What follows belongs to an exercise in optimizing a design on an open flow for small area, a short achievable clock period and few clock cycles; a production flow would make more cautious choices. The RTL was checked by simulation tests, not by an equivalence proof against the original design. No driver is modelled on the clock port, so clocking that relies on it looks cheaper here than on a real chip. No activity file was given, so power comes from the tool's default toggle rates.

==> inputs of run a <==
==> flow/design.v <==
`timescale 1ns/1ps
module text_matrix (
    input  wire [63:0] text,
    input  wire [63:0] RKey,
    output wire [63:0] txt_matrix,
    output wire [63:0] key_matrix
);
genvar n;
generate
    for (n = 0; n < 16; n = n + 1) begin : g_cell
        assign txt_matrix[4*n +: 4] = text[4*(15-n) +: 4];
        assign key_matrix[4*n +: 4] = RKey[4*(15-n) +: 4];
    end
endgenerate
endmodule
`timescale 1ns/1ps
module round_const (
    input  wire [5:0]  j,
    output wire [63:0] round_cnst
);
reg [7:0] rc;
always @(*) begin
    case (j)
        6'd0:  rc = 8'h01;
        6'd1:  rc = 8'h03;
        6'd2:  rc = 8'h07;
        6'd3:  rc = 8'h0F;
        6'd4:  rc = 8'h1F;
        6'd5:  rc = 8'h3E;
        6'd6:  rc = 8'h3D;
        6'd7:  rc = 8'h3B;
        6'd8:  rc = 8'h37;
        6'd9:  rc = 8'h2F;
        6'd10: rc = 8'h1E;
        6'd11: rc = 8'h3C;
        6'd12: rc = 8'h39;
        6'd13: rc = 8'h33;
        6'd14: rc = 8'h27;
        6'd15: rc = 8'h0E;
        6'd16: rc = 8'h1D;
        6'd17: rc = 8'h3A;
        6'd18: rc = 8'h35;
        6'd19: rc = 8'h2B;
        6'd20: rc = 8'h16;
        6'd21: rc = 8'h2C;
        6'd22: rc = 8'h18;
        6'd23: rc = 8'h30;
        6'd24: rc = 8'h21;
        6'd25: rc = 8'h02;
        6'd26: rc = 8'h05;
        6'd27: rc = 8'h0B;
        6'd28: rc = 8'h17;
        6'd29: rc = 8'h2E;
        6'd30: rc = 8'h1C;
        6'd31: rc = 8'h38;
        6'd32: rc = 8'h31;
        default: rc = 8'h00;
    endcase
end
wire [3:0] hi = {1'b0, rc[5:3]};
wire [3:0] lo = {1'b0, rc[2:0]};
assign round_cnst = { lo, 4'd4, 4'd0, 4'd0, hi, 4'd2, 4'd0, 4'd0, lo, 4'd1, 4'd0, 4'd0, hi, 4'd0, 4'd0, 4'd0 };
endmodule
`timescale 1ns/1ps
module subcells (
    input  wire [63:0] in_matrix,
    output wire [63:0] out_matrix
);
function [3:0] s_box;
    input [3:0] x;
    begin
        case (x)
            4'h0: s_box = 4'hC;
            4'h1: s_box = 4'hA;
            4'h2: s_box = 4'hD;
            4'h3: s_box = 4'h3;
            4'h4: s_box = 4'hE;
            4'h5: s_box = 4'hB;
            4'h6: s_box = 4'hF;
            4'h7: s_box = 4'h7;
            4'h8: s_box = 4'h9;
            4'h9: s_box = 4'h8;
            4'hA: s_box = 4'h1;
            4'hB: s_box = 4'h5;
            4'hC: s_box = 4'h0;
            4'hD: s_box = 4'h2;
            4'hE: s_box = 4'h4;
            default: s_box = 4'h6;
        endcase
    end
endfunction
genvar m;
generate
    for (m = 0; m < 16; m = m + 1) begin : g_cell
        assign out_matrix[4*m +: 4] = s_box(in_matrix[4*m +: 4]);
    end
endgenerate
endmodule
`timescale 1ns/1ps
module Mixrow (
    input  wire [63:0] st_mixrow,
    output reg  [63:0] mixr_state
);
reg [3:0] mixrow_matrix [0:3][0:3];
reg [3:0] temp;
integer j, k, l;
function [3:0] galiosmultiplication;
    input [3:0] a, b;
    reg [3:0] ans;
    reg [3:0] temp_a;
    integer i;
    begin
        ans = 4'b0000;
        temp_a = a;
        for (i = 0; i < 4; i = i + 1) begin
            if (b[i] == 1'b1) begin
                ans = ans ^ temp_a;
            end
            if (temp_a[3] == 1'b1) begin
                temp_a = (temp_a << 1) ^ 4'h3;  
            end else begin
                temp_a = temp_a << 1;
            end
        end
        galiosmultiplication = ans;
    end
endfunction
always @(*) begin
    mixrow_matrix[0][0] = 4'd1;  mixrow_matrix[0][1] = 4'd4;  mixrow_matrix[0][2] = 4'd9;  mixrow_matrix[0][3] = 4'd13;
    mixrow_matrix[1][0] = 4'd4;  mixrow_matrix[1][1] = 4'd1;  mixrow_matrix[1][2] = 4'd13; mixrow_matrix[1][3] = 4'd9;
    mixrow_matrix[2][0] = 4'd9;  mixrow_matrix[2][1] = 4'd13; mixrow_matrix[2][2] = 4'd1;  mixrow_matrix[2][3] = 4'd4;
    mixrow_matrix[3][0] = 4'd13; mixrow_matrix[3][1] = 4'd9;  mixrow_matrix[3][2] = 4'd4;  mixrow_matrix[3][3] = 4'd1;
    mixr_state = 64'd0;
    for (j = 0; j < 4; j = j + 1) begin
        for (k = 0; k < 4; k = k + 1) begin
            temp = 4'b0000;
            for (l = 0; l < 4; l = l + 1) begin
                temp = temp ^ galiosmultiplication(st_mixrow[4*(4*j+l) +: 4], mixrow_matrix[l][k]);
            end
            mixr_state[4*(4*j+k) +: 4] = temp;
        end
    end
end
endmodule
`timescale 1ns/1ps
module Mixcoloumn (
    input  wire [63:0] st_mixcoloumn,
    output reg  [63:0] mixc_state
);
reg [3:0] mixcoloumn_matrix [0:3][0:3];
reg [3:0] temp;
integer j, k, l;
function [3:0] galiosmultiplication;
    input [3:0] a, b;
    reg [3:0] ans;
    reg [3:0] temp_a;
    integer i;
    begin
        ans = 4'b0000;
        temp_a = a;
        for (i = 0; i < 4; i = i + 1) begin
            if (b[i] == 1'b1) begin
                ans = ans ^ temp_a;
            end
            if (temp_a[3] == 1'b1) begin
                temp_a = (temp_a << 1) ^ 4'h3;  
            end else begin
                temp_a = temp_a << 1;
            end
        end
        galiosmultiplication = ans;
    end
endfunction
always @(*) begin
    mixcoloumn_matrix[0][0] = 4'd13; mixcoloumn_matrix[0][1] = 4'd9;  mixcoloumn_matrix[0][2] = 4'd4;  mixcoloumn_matrix[0][3] = 4'd1;
    mixcoloumn_matrix[1][0] = 4'd9;  mixcoloumn_matrix[1][1] = 4'd13; mixcoloumn_matrix[1][2] = 4'd1;  mixcoloumn_matrix[1][3] = 4'd4;
    mixcoloumn_matrix[2][0] = 4'd4;  mixcoloumn_matrix[2][1] = 4'd1;  mixcoloumn_matrix[2][2] = 4'd13; mixcoloumn_matrix[2][3] = 4'd9;
    mixcoloumn_matrix[3][0] = 4'd1;  mixcoloumn_matrix[3][1] = 4'd4;  mixcoloumn_matrix[3][2] = 4'd9;  mixcoloumn_matrix[3][3] = 4'd13;
    mixc_state = 64'd0;
    for (j = 0; j < 4; j = j + 1) begin
        for (k = 0; k < 4; k = k + 1) begin
            temp = 4'b0000;
            for (l = 0; l < 4; l = l + 1) begin
                temp = temp ^ galiosmultiplication(mixcoloumn_matrix[l][k], st_mixcoloumn[4*(4*j+l) +: 4]);
            end
            mixc_state[4*(4*j+k) +: 4] = temp;
        end
    end
end
endmodule
`timescale 1ns/1ps
module LOONG_ENC (
    input  wire        clk,
    input  wire        reset,         
    input  wire        start,
    input  wire [63:0] plaintext,
    input  wire [63:0] roundKey,
    output reg  [63:0] ciphertext,
    output reg         done
);
localparam [63:0] CIPHER_CONST = 64'h6407_1204_6107_1004;
wire [63:0] txt_m;
wire [63:0] key_m;
text_matrix matirx_form (
    .text(plaintext),
    .RKey(roundKey),
    .txt_matrix(txt_m),
    .key_matrix(key_m)
);
always @(posedge clk or negedge reset) begin
    if (~reset) done <= 1'b0;
    else        done <= start;
end
always @(posedge clk) begin
    ciphertext <= txt_m ^ key_m ^ CIPHER_CONST;
end
endmodule
==> flow/flow/run.sh <==
#!/bin/bash
# Layout flow: the standard synthesis and flow, with small port buffers and
# outputs on one edge (flow/pins.tcl) and a one-level clock distribution
# (flow/clk.tcl) in place of the CTS tree.
# Each tool's output goes to its own log in the work folder.
set -euo pipefail
W=$(pwd)
bash standard.sh synth > "$W/synth.log" 2>&1
bash standard.sh \
  BUFFER_PORTS_ARGS="-buffer_cell sky130_fd_sc_hd__buf_1" \
  PRE_IO_PLACEMENT_TCL="$W/flow/pins.tcl" \
  PRE_CTS_TCL="$W/flow/pre_cts.tcl" \
  CTS_ARGS="-buf_list sky130_fd_sc_hd__clkbuf_8 -root_buf sky130_fd_sc_hd__clkbuf_8 -dont_use_dummy_load" \
  finish > "$W/layout.log" 2>&1
==> flow/flow/clk.tcl <==
# Clock distribution: the clock port drives ncl buffers, each at the centre of
# one group of registers; the groups split the registers, sorted along the axis
# on which they spread most, into runs of equal size.
proc my_clock_buffers { ncl cell } {
  set block [ord::get_db_block]
  set dbu [$block getDbUnitsPerMicron]
  set pins {}
  foreach p [get_pins -of_objects [get_nets clk] -filter "direction==input"] {
    set bb [[[sta::sta_to_db_pin $p] getInst] getBBox]
    lappend pins [list $p [expr {([$bb xMin] + [$bb xMax]) / 2.0 / $dbu}] \
                          [expr {([$bb yMin] + [$bb yMax]) / 2.0 / $dbu}]]
  }
  set xs [lmap e $pins {lindex $e 1}]
  set ys [lmap e $pins {lindex $e 2}]
  set dx [expr {[tcl::mathfunc::max {*}$xs] - [tcl::mathfunc::min {*}$xs]}]
  set dy [expr {[tcl::mathfunc::max {*}$ys] - [tcl::mathfunc::min {*}$ys]}]
  set pins [lsort -real -index [expr {$dx >= $dy ? 1 : 2}] $pins]
  set n [llength $pins]
  for {set k 0} {$k < $ncl} {incr k} {
    set es [lrange $pins [expr {$k * $n / $ncl}] [expr {($k + 1) * $n / $ncl - 1}]]
    set m [llength $es]
    if {$m == 0} continue
    set gx 0.0; set gy 0.0; set lp {}
    foreach e $es { lassign $e p x y; set gx [expr {$gx + $x}]; set gy [expr {$gy + $y}]; lappend lp $p }
    insert_buffer -buffer_cell $cell -net clk -load_pins $lp \
      -location [list [expr {$gx / $m}] [expr {$gy / $m}]] \
      -buffer_name clkbuf_$k -net_name clknet_$k
    puts "clock buffer clkbuf_$k: $m registers"
  }
  foreach net [$block getNets] {
    if {[string match clknet_* [$net getName]] || [$net getName] eq "clk"} { $net setSigType CLOCK }
  }
}
==> flow/flow/pins.tcl <==
# Runs before ORFS's pin placement: the outputs and the clock go on the bottom
# edge, so the output registers and their clock buffers sit in one band; the
# inputs go on the other edges.
set outs {done clk}
set left {}
set right {}
set top {start reset}
for {set i 0} {$i < 64} {incr i} {
  lappend outs "ciphertext\[$i\]"
  if {$i < 48} {
    lappend left "plaintext\[$i\]"
    lappend right "roundKey\[$i\]"
  } else {
    lappend top "plaintext\[$i\]" "roundKey\[$i\]"
  }
}
set_io_pin_constraint -pin_names $outs -region bottom:*
set_io_pin_constraint -pin_names $left -region left:*
set_io_pin_constraint -pin_names $right -region right:*
set_io_pin_constraint -pin_names $top -region top:*
==> flow/flow/pre_cts.tcl <==
# Runs before ORFS's CTS step: build the clock distribution here (the clock
# port drives four buffers, each feeding the registers of one sector), after
# which clock_tree_synthesis finds the clock net already buffered and skips it.
source [file join [file dirname [info script]] clk.tcl]
my_clock_buffers 4 sky130_fd_sc_hd__clkbuf_8
==> flow/standard.sh <==
#!/bin/bash
# synth_recipe.tcl (not shown) runs the flow's synth.tcl, then flattens the netlist and writes it again
# the make line also repeats each setting of config.mk as NAME=value (left out here)
make -C /OpenROAD-flow-scripts/flow DESIGN_CONFIG=/design/flow/config.mk WORK_HOME=/design/flow/orfs CLKGATE_MAP_FILE= SYNTH_SCRIPT=/design/flow/synth_recipe.tcl "${@:-finish}"
==> flow/config.mk <==
export PLATFORM = sky130hd
export DESIGN_NAME = LOONG_ENC
export DESIGN_NICKNAME = LOONG_ENC
export VERILOG_FILES = /design/flow/design.v
export SDC_FILE = /design/flow/constraint.sdc
export NUM_CORES = 4
export LEC_CHECK = 0
export CAP_MARGIN = 20
export CORE_MARGIN = 2
export CORE_UTILIZATION = 40
export SLEW_MARGIN = 20
==> flow/constraint.sdc <==
create_clock -name core_clock -period 5.0 [get_ports {clk}]
set_input_delay 1.0000 -clock core_clock [delete_from_list [all_inputs] [get_ports {clk}]]
set_output_delay 1.0000 -clock core_clock [all_outputs]
set_load 0.01 [all_outputs]
==> run b: changes against run a <==
==> flow/run.sh (new file) <==
#!/bin/bash
# synth_recipe.tcl (not shown) runs the flow's synth.tcl, then flattens the netlist and writes it again
# the make line also repeats each setting of config.mk as NAME=value (left out here)
make -C /OpenROAD-flow-scripts/flow DESIGN_CONFIG=/design/flow/config.mk WORK_HOME=/design/flow/orfs CLKGATE_MAP_FILE= SYNTH_SCRIPT=/design/flow/synth_recipe.tcl finish
removed: flow/flow/run.sh
removed: flow/flow/clk.tcl
removed: flow/flow/pins.tcl
removed: flow/flow/pre_cts.tcl
removed: flow/standard.sh
==> run c: changes against run a <==
==> flow/flow/run.sh (replaced) <==
#!/bin/bash
# Layout flow: the standard synthesis and flow, with small port buffers and
# a one-level clock distribution (flow/clk.tcl) in place of the CTS tree.
# Each tool's output goes to its own log in the work folder.
set -euo pipefail
W=$(pwd)
bash standard.sh synth > "$W/synth.log" 2>&1
bash standard.sh \
  BUFFER_PORTS_ARGS="-buffer_cell sky130_fd_sc_hd__buf_1" \
  PRE_CTS_TCL="$W/flow/pre_cts.tcl" \
  finish > "$W/layout.log" 2>&1
==> flow/flow/clk.tcl (replaced) <==
# Clock distribution: the clock port drives NCLK buffers, each at the centre
# of the registers of one sector of the die around the registers' centre.
proc my_clock_buffers { ncl cell } {
  set block [ord::get_db_block]
  set dbu [$block getDbUnitsPerMicron]
  set pins {}
  set xs 0.0; set ys 0.0
  foreach p [get_pins -of_objects [get_nets clk] -filter "direction==input"] {
    set inst [[sta::sta_to_db_pin $p] getInst]
    set bb [$inst getBBox]
    set x [expr {([$bb xMin] + [$bb xMax]) / 2.0 / $dbu}]
    set y [expr {([$bb yMin] + [$bb yMax]) / 2.0 / $dbu}]
    lappend pins [list $p $x $y]
    set xs [expr {$xs + $x}]; set ys [expr {$ys + $y}]
  }
  set n [llength $pins]
  set cx [expr {$xs / $n}]; set cy [expr {$ys / $n}]
  set pi 3.14159265358979
  set groups {}
  for {set g 0} {$g < $ncl} {incr g} { dict set groups $g {} }
  foreach e $pins {
    lassign $e p x y
    set a [expr {atan2($y - $cy, $x - $cx) + $pi}]
    set g [expr {int($a / (2 * $pi) * $ncl) % $ncl}]
    dict lappend groups $g $e
  }
  set k 0
  dict for {g es} $groups {
    if {[llength $es] == 0} continue
    set gx 0.0; set gy 0.0; set lp {}
    foreach e $es { lassign $e p x y; set gx [expr {$gx + $x}]; set gy [expr {$gy + $y}]; lappend lp $p }
    set m [llength $es]
    insert_buffer -buffer_cell $cell -net clk -load_pins $lp \
      -location [list [expr {$gx / $m}] [expr {$gy / $m}]] \
      -buffer_name clkbuf_$k -net_name clknet_$k
    puts "clock buffer clkbuf_$k: $m registers"
    incr k
  }
  foreach net [$block getNets] {
    if {[string match clknet_* [$net getName]] || [$net getName] eq "clk"} { $net setSigType CLOCK }
  }
}
==> flow/flow/pre_cts.tcl (replaced) <==
# Runs before ORFS's CTS step: build the clock distribution here (the clock
# port drives four buffers, each feeding the registers of one sector), after
# which clock_tree_synthesis finds the clock net already buffered and skips it.
source [file join [file dirname [info script]] clk.tcl]
my_clock_buffers 4 sky130_fd_sc_hd__buf_6
removed: flow/flow/pins.tcl
==> run d: changes against run a <==
==> flow/flow/pins.tcl (replaced) <==
# Runs before ORFS's pin placement: the outputs and the clock go on the bottom
# edge, so the output registers and their clock buffers sit in one band; the
# inputs go on the other edges.
set outs {done clk}
set pt {}
set rk {}
for {set i 0} {$i < 64} {incr i} {
  lappend outs "ciphertext\[$i\]"
  lappend pt "plaintext\[$i\]"
  lappend rk "roundKey\[$i\]"
}
set_io_pin_constraint -pin_names $outs -region bottom:*
set_io_pin_constraint -pin_names $pt -region left:*
set_io_pin_constraint -pin_names $rk -region right:*
set_io_pin_constraint -pin_names {start reset} -region top:*
==> qor summary <==
Outcome: run d stopped before the end; run c timing/DRC/antenna clean; run a timing/DRC/antenna clean; run b timing/DRC/antenna clean
Failing step: run d I/O pin placement; run c -; run a -; run b -
Top routing layer in use: run d -; run c met4; run a met5; run b met4
Gate power share: run d -; run c 11.5%; run a 17.4%; run b 22.0%
Cell type of the slowest stage on the worst timing path: run d -; run c sky130_fd_sc_hd__dfxtp_1; run a sky130_fd_sc_hd__dfxtp_1; run b sky130_fd_sc_hd__clkdlybuf4s50_1
Proportion of layout cells with a drive suffix above 1: run d -; run c 6.34%; run a 1.22%; run b 4.12%
Detailed Route WL: run d -; run c 4600 um; run a 7990 um; run b 8870 um
Part of the power in the clock network: run d -; run c 43.5%; run a 21.5%; run b 35.1%
Max-cap check violation count: run d -; run c 0; run a 0; run b 0
Remaining antenna violation count after routing: run d -; run c 0; run a 0; run b 0
Met1 WL: run d -; run c 1390 um; run a 2810 um; run b 2510 um
Total negative setup slack: run d -; run c 0 ps; run a 0 ps; run b 0 ps
WP data required: run d -; run c 4000 ps; run a 4000 ps; run b 4000 ps
Number of buffers added on ports: run d -; run c 195; run a 195; run b 195
Pre-CTS setup slack: run d -; run c 3530 ps; run a 3470 ps; run b 3130 ps
Max-slew violations: run d -; run c 0; run a 0; run b 0
Power in the clock group: run d -; run c 0.568 mW; run a 0.207 mW; run b 0.485 mW
Path class of the lowest-slack min-delay path: run d -; run c input pin to async pin; run a input pin to async pin; run b input pin to async pin
CTS tree: run d -; run c yes; run a -; run b yes
Met3 track demand over resource in global routing: run d -; run c 7.78%; run a 17.2%; run b 11.8%
CP Depth: run d -; run c 1; run a 1; run b 1
Number of antenna violations at the first check in global routing: run d -; run c 0; run a 6; run b 0
Met1 capacity usage during global routing: run d -; run c 13.6%; run a 36.1%; run b 28.2%
Testbench counts of run a, summed over its fixed seeds: cycles 960.
Testbench counts of run b, summed over its fixed seeds: cycles 960.
Testbench counts of run c, summed over its fixed seeds: cycles 960.
Testbench counts of run d, summed over its fixed seeds: cycles 960.

## what the ideal ports hide
In the flow no input, the clock included, has a driving cell. The finished layouts below were timed again as built, in two steps. Step 1: set_driving_cell puts a clkbuf_16 on clk and a buf_2 on each other input, an assumption about the parent block. Step 2 moves the port delays by t, midway between the first and last clock arrival at a register: inputs arrive t later, outputs are due t later. That takes back most of the time a late clock gives input paths. Slacks: ideal ports / drivers / drivers and shift; pairs: ideal ports / drivers.
run	t, ns	setup WS [ns]	slew at the worst register clock pin (ns)	pins driven straight from the clock port
run a	0.206	3.245 / 3.197 / 3.403	0.10 / 0.10	4
run b	0.368	2.756 / 2.729 / 3.097	0.08 / 0.08	1
run c	0.589	2.939 / 2.911 / 3.499	0.06 / 0.06	1
After both steps setup and hold are still met in every run listed.
